Source: an optimization exercise on an open RTL-to-GDS flow (aim: small area). Production flows keep margins and buffers that such runs may drop.
Only simulation tests tie the RTL to the original design; equivalence was not proved.
No driver is modelled on the clock port, so clocking that relies on it looks cheaper here than on a real chip.
Power figures rest on the tool's default switching activity, not on a simulated workload.

Design process, start of the top module:
module process(Rout,Gout,Bout,OKout,Rin,Gin,Bin,operation,value,clka,reset,OKin);
input clka,reset,OKin;
input [7:0]Rin,Gin,Bin,value;
input [2:0]operation;
output reg [7:0]Rout,Gout,Bout;
output reg OKout;
wire en = OKin & ~reset;
wire op_inc = (operation == 3'd0);
wire op_dec = (operation == 3'd1);
wire op_gry = (operation == 3'd2);
wire op_red = (operation == 3'd3);
wire op_grn = (operation == 3'd4);
wire op_blu = (operation == 3'd5);
wire op_thr = (operation == 3'd6);
wire op_inv = (operation == 3'd7);
wire s0a, c0a, s0b, c0b, s0c, c0c, z0, c0d;
pp_fa f0a(Rin[2], Rin[5], Rin[6], s0a, c0a);
pp_fa f0b(Gin[4], Gin[6], Bin[4], s0b, c0b);
pp_fa f0c(s0a, s0b, Bin[5], s0c, c0c);
pp_ha h0d(s0c, Bin[6], z0, c0d);
wire s1a, c1a, s1b, c1b, s1c, c1c, s1d, c1d, s1e, c1e, z1, c1f;
pp_fa f1a(Rin[3], Rin[6], Rin[7], s1a, c1a);
pp_fa f1b(Gin[5], Gin[7], Bin[5], s1b, c1b);
pp_fa f1c(Bin[6], Bin[7], c0a, s1c, c1c);
pp_fa f1d(c0b, c0c, c0d, s1d, c1d);
pp_fa f1e(s1a, s1b, s1c, s1e, c1e);
pp_ha h1f(s1e, s1d, z1, c1f);
wire s2a, c2a, s2b, c2b, s2c, c2c, s2d, c2d, z2, c2e;
pp_fa f2a(Rin[4], Rin[7], Gin[6], s2a, c2a);
pp_fa f2b(Bin[6], Bin[7], c1a, s2b, c2b);
pp_fa f2c(c1b, c1c, c1d, s2c, c2c);
pp_fa f2d(s2a, s2b, s2c, s2d, c2d);
pp_fa f2e(s2d, c1e, c1f, z2, c2e);
wire s3a, c3a, s3b, c3b, s3c, c3c, z3, c3d;
pp_fa f3a(Rin[5], Gin[7], Bin[7], s3a, c3a);
pp_fa f3b(c2a, c2b, c2c, s3b, c3b);
pp_fa f3c(s3a, s3b, c2d, s3c, c3c);
pp_ha h3d(s3c, c2e, z3, c3d);
wire s4a, c4a, z4, c4b;
pp_fa f4a(Rin[6], c3a, c3b, s4a, c4a);
pp_fa f4b(s4a, c3c, c3d, z4, c4b);
wire z5, c5a;
pp_fa f5a(Rin[7], c4a, c4b, z5, c5a);
wire [6:0] Z = {c5a, z5, z4, z3, z2, z1, z0};
wire op_gz = op_gry | op_thr;
wire bx = ~(op_dec | op_gz);
wire by = ~(op_inc | op_gz);
wire [7:0] b;
pp_bop0 bop0(value[0], ~bx, ~by, b[0]);
genvar m;
generate
    for (m = 1; m < 8; m = m + 1) begin : bop
        pp_bop u(value[m], ~bx, ~by, Z[m-1], op_gz, b[m]);
    end
endgenerate
wire cin = by;
  ...
==> flow/config.mk <==
export PLATFORM = sky130hd
export DESIGN_NAME = process
export DESIGN_NICKNAME = process
export VERILOG_FILES = /design/flow/design.v
export SDC_FILE = /design/flow/constraint.sdc
export NUM_CORES = 4
export LEC_CHECK = 0
export CAP_MARGIN = 20
export CORE_MARGIN = 2
export CORE_UTILIZATION = 65
export SLEW_MARGIN = 20
export SYNTH_HIERARCHICAL = 1
==> flow/constraint.sdc <==
create_clock -name core_clock -period 10.0 [get_ports {clka}]
set_input_delay 2.0000 -clock core_clock [delete_from_list [all_inputs] [get_ports {clka}]]
set_output_delay 2.0000 -clock core_clock [all_outputs]
set_load 0.01 [all_outputs]
standard.sh (not shown) runs the stock make flow with config.mk's settings and CLKGATE_MAP_FILE= SYNTH_SCRIPT=/design/flow/synth_recipe.tcl, a recipe that flattens the netlist after the stock synthesis.
==> flow/flow/run.sh <==
#!/bin/bash
# Own layout flow: the standard flow (standard.sh) with these changes:
#  * synthesis is synth_recipe.tcl unchanged except that ABC maps each module for
#    area with area.abc (no buffering/upsizing) instead of ORFS's speed script;
#  * the port buffers are buf_1 instead of the buffer_ports default;
#  * CTS runs without a dummy load, and post_cts.tcl makes its root buffer clkbuf_1;
#  * everything else (floorplan, PDN, taps, CTS, routing) is the standard flow.
set -euo pipefail
WORK=$(pwd)
mkdir -p "$WORK/own"
sed 's#log_cmd abc {\*}$abc_args#log_cmd abc -script $::env(OWN_ABC_SCRIPT) {*}[lrange $abc_args 2 end]#' \
  "$FLOW_HOME/scripts/synth.tcl" > "$WORK/own/synth_mod.tcl"
grep -q OWN_ABC_SCRIPT "$WORK/own/synth_mod.tcl"
export OWN_SYNTH_MOD="$WORK/own/synth_mod.tcl"
export OWN_ABC_SCRIPT="$WORK/flow/area.abc"
export OWN_CLKROOT=sky130_fd_sc_hd__clkbuf_1
bash standard.sh \
  "SYNTH_SCRIPT=$WORK/flow/own_synth.tcl" \
  "BUFFER_PORTS_ARGS=-buffer_cell sky130_fd_sc_hd__buf_1" \
  "CTS_ARGS=-sink_clustering_enable -repair_clock_nets -dont_use_dummy_load -buf_list sky130_fd_sc_hd__clkbuf_8" \
  "POST_CTS_TCL=$WORK/flow/post_cts.tcl" \
  finish > "$WORK/standard_flow.log" 2>&1
==> flow/flow/area.abc <==
strash
&get -n
&dch -f
&nf -R 1000
&put
==> flow/flow/own_synth.tcl <==
# The standard synthesis (synth_recipe.tcl) with one change: ORFS's synth.tcl is used as
# synth_mod.tcl, a copy whose ABC call maps for area with flow/area.abc (written by run.sh).
proc synth {args} { yosys synth -nofsm -noshare {*}$args }
source $::env(OWN_SYNTH_MOD)
# left out here: clear keep_hierarchy, flatten, clean up, hide names made inside functions, write 1_2_yosys.v
==> flow/flow/post_cts.tcl <==
# POST_CTS hook: CTS makes a root clock buffer that drives only the leaf clock buffers,
# which then drive the flip-flops. The root needs little drive, so it becomes the
# smallest clock buffer; placement is legalised again afterwards.
set root [get_cells -quiet clkbuf_0_clka]
if { [llength $root] == 1 } {
  replace_cell $root $::env(OWN_CLKROOT)
  detailed_placement
  estimate_parasitics -placement
  puts "post_cts: root clock buffer is now $::env(OWN_CLKROOT)"
}
The first run passed the timing, design-rule and antenna checks.
Change:
--- a/flow/flow/run.sh
+++ b/flow/flow/run.sh
@@ -20 +20 @@
-  "CTS_ARGS=-sink_clustering_enable -repair_clock_nets -dont_use_dummy_load -buf_list sky130_fd_sc_hd__clkbuf_8" \
+  "CTS_ARGS=-sink_clustering_enable -repair_clock_nets -dont_use_dummy_load" \
Settings changed: CORE_UTILIZATION 65 to 55.
Result: Via count shrinks by 1.5%; critical path depth stays the same; worst setup slack is worse by 0.092 ns; cell area stays flat; worst hold slack is better by 0.0085 ns; sequential power is about the same; core utilization shrinks by 13 points; wire length grows by 6.6%.
Change:
--- a/flow/flow/run.sh
+++ b/flow/flow/run.sh
@@ -2 +2 @@
-# Own layout flow: the standard flow (standard.sh) with these changes:
+# Own layout flow: the standard flow (standard.sh) with three changes:
@@ -6 +6 @@
-#  * CTS runs without a dummy load, and post_cts.tcl makes its root buffer clkbuf_1;
+#  * CTS runs without a dummy load;
@@ -16 +15,0 @@
-export OWN_CLKROOT=sky130_fd_sc_hd__clkbuf_1
@@ -21 +19,0 @@
-  "POST_CTS_TCL=$WORK/flow/post_cts.tcl" \
removed: flow/flow/post_cts.tcl
What happened:
- The changed run finished with timing, DRC and antenna clean
- critical path depth does not change
- die area stays the same
- combinational power stays flat
- total power rose by about 1.8%
- wire length is about the same
- final area goes up by about 0.4%
- sequential cell count does not change
- via count is higher by about 0.8%

process, a different RTL version from the one above (not shown whole).
For scale: ~190 cells after synthesis, ~25 flip-flops, ~2100 um^2 of cells after synthesis.
Settings: LEC_CHECK=0, CAP_MARGIN=20, CORE_MARGIN=2, CORE_UTILIZATION=65, SLEW_MARGIN=20, SYNTH_HIERARCHICAL=1; clock period 10.0 ns.
==> flow/flow/run.sh <==
#!/bin/bash
# Own layout flow: the standard flow (standard.sh) with these changes:
#  * synthesis is synth_recipe.tcl unchanged except that ABC maps each module for
#    area with area.abc (no buffering/upsizing) instead of ORFS's speed script;
#  * the port buffers are buf_1 instead of the buffer_ports default;
#  * CTS runs without a dummy load, and post_cts.tcl makes its root buffer clkbuf_1;
#  * everything else (floorplan, PDN, taps, CTS, routing) is the standard flow.
set -euo pipefail
WORK=$(pwd)
mkdir -p "$WORK/own"
sed 's#log_cmd abc {\*}$abc_args#log_cmd abc -script $::env(OWN_ABC_SCRIPT) {*}[lrange $abc_args 2 end]#' \
  "$FLOW_HOME/scripts/synth.tcl" > "$WORK/own/synth_mod.tcl"
grep -q OWN_ABC_SCRIPT "$WORK/own/synth_mod.tcl"
export OWN_SYNTH_MOD="$WORK/own/synth_mod.tcl"
export OWN_ABC_SCRIPT="$WORK/flow/area.abc"
export OWN_CLKROOT=sky130_fd_sc_hd__clkbuf_1
bash standard.sh \
  "SYNTH_SCRIPT=$WORK/flow/own_synth.tcl" \
  "BUFFER_PORTS_ARGS=-buffer_cell sky130_fd_sc_hd__buf_1" \
  "CTS_ARGS=-sink_clustering_enable -repair_clock_nets -dont_use_dummy_load -buf_list sky130_fd_sc_hd__clkbuf_8" \
  "POST_CTS_TCL=$WORK/flow/post_cts.tcl" \
  finish > "$WORK/standard_flow.log" 2>&1
==> flow/flow/post_cts.tcl <==
# POST_CTS hook: CTS makes a root clock buffer that drives only the leaf clock buffers,
# which then drive the flip-flops. The root needs little drive, so it becomes the
# smallest clock buffer; placement is legalised again afterwards.
set root [get_cells -quiet clkbuf_0_clka]
if { [llength $root] == 1 } {
  replace_cell $root $::env(OWN_CLKROOT)
  detailed_placement
  estimate_parasitics -placement
  puts "post_cts: root clock buffer is now $::env(OWN_CLKROOT)"
}
Scripts as last shown in full above: flow/flow/area.abc, flow/flow/own_synth.tcl
Rerun with:
--- a/flow/config.mk
+++ b/flow/config.mk
@@ -9,3 +9,3 @@
 export CORE_MARGIN = 2
-export CORE_UTILIZATION = 65
+export CORE_UTILIZATION = 80
 export SLEW_MARGIN = 20
Effect: With this change the flow ended with an error in global routing with GRT-0116; synthesized area is unchanged; synthesized cell count does not change.
Rerun with:
--- a/flow/flow/run.sh
+++ b/flow/flow/run.sh
@@ -5,3 +5,4 @@
 #  * the port buffers are buf_1 instead of the buffer_ports default;
-#  * CTS runs without a dummy load, and post_cts.tcl makes its root buffer clkbuf_1;
+#  * CTS uses clkbuf_8 buffers without a dummy load, and post_cts.tcl makes its root
+#    buffer clkbuf_1;
 #  * everything else (floorplan, PDN, taps, CTS, routing) is the standard flow.
--- a/flow/config.mk
+++ b/flow/config.mk
@@ -9,3 +9,3 @@
 export CORE_MARGIN = 2
-export CORE_UTILIZATION = 80
+export CORE_UTILIZATION = 65
 export SLEW_MARGIN = 20
Effect:
- This time the run finished with timing, DRC and antenna clean
- synthesized cell count is unchanged
- synthesized area does not change
Rerun with:
--- a/flow/flow/run.sh
+++ b/flow/flow/run.sh
@@ -5,4 +5,3 @@
 #  * the port buffers are buf_1 instead of the buffer_ports default;
-#  * CTS uses clkbuf_8 buffers without a dummy load, and post_cts.tcl makes its root
-#    buffer clkbuf_1;
+#  * CTS runs without a dummy load, and post_cts.tcl makes its root buffer clkbuf_1;
 #  * everything else (floorplan, PDN, taps, CTS, routing) is the standard flow.
@@ -20,3 +19,3 @@
   "BUFFER_PORTS_ARGS=-buffer_cell sky130_fd_sc_hd__buf_1" \
-  "CTS_ARGS=-sink_clustering_enable -repair_clock_nets -dont_use_dummy_load -buf_list sky130_fd_sc_hd__clkbuf_8" \
+  "CTS_ARGS=-sink_clustering_enable -repair_clock_nets -dont_use_dummy_load" \
   "POST_CTS_TCL=$WORK/flow/post_cts.tcl" \
--- a/flow/config.mk
+++ b/flow/config.mk
@@ -9,3 +9,3 @@
 export CORE_MARGIN = 2
-export CORE_UTILIZATION = 65
+export CORE_UTILIZATION = 55
 export SLEW_MARGIN = 20
- The changed run finished clean
- global-route usage decreases by 4.8 points
- die area increases by 17%
- worst setup slack gains 180 ps
- routed wire length came out lower by 2.5%
- combinational power falls by about 3%
- sequential power is about the same
- via count fell by 2.2%
- cell area rises by 0.84%

## port drivers added, routing unchanged
The results above use ideal ports. As a check the final layouts listed here were re-extracted and re-timed, cells and wires unchanged. Step 1 sets driving cells, clkbuf_16 on the clock port and buf_2 on the other inputs (assumed; they add their load-dependent delay and slew). Step 2, shift: input delay + t, output delay - t, t = (earliest + latest rising clock arrival at the registers) / 2. This alone moves slack from input paths to output paths. Slacks: ideal ports / drivers / drivers and shift; pairs: ideal ports / drivers.
run | t, ns | slack for setup (ns) | hold WS [ns] | worst setup path after step 2 | latest minus earliest clock arrival (ns)
the first run of note 1 | 0.357 | 0.850 / 0.849 / 0.492 | 2.009 / 2.007 / 2.364 | input to register | 0.008 / 0.008
the second run of note 1 | 0.355 | 0.758 / 0.761 / 0.405 | 2.017 / 2.015 / 2.370 | input to register | 0.022 / 0.023
the third run of note 1 | 0.283 | 0.665 / 0.671 / 0.387 | 2.093 / 2.087 / 2.371 | input to register | 0.022 / 0.021
the first run of note 2 | 0.364 | 0.659 / 0.650 / 0.285 | 1.997 / 2.000 / 2.364 | input to register | 0.018 / 0.019
the third run of note 2 | 0.364 | 0.659 / 0.650 / 0.285 | 1.997 / 2.000 / 2.364 | input to register | 0.018 / 0.019
the fourth run of note 2 | 0.378 | 0.842 / 0.845 / 0.467 | 1.984 / 1.984 / 2.362 | input to register | 0.023 / 0.024
After both steps setup and hold are still met in every run listed. For the fourth run of note 2, which loses most, drivers alone change the setup slack by +0.003 ns; drivers and shift together by -0.375 ns.
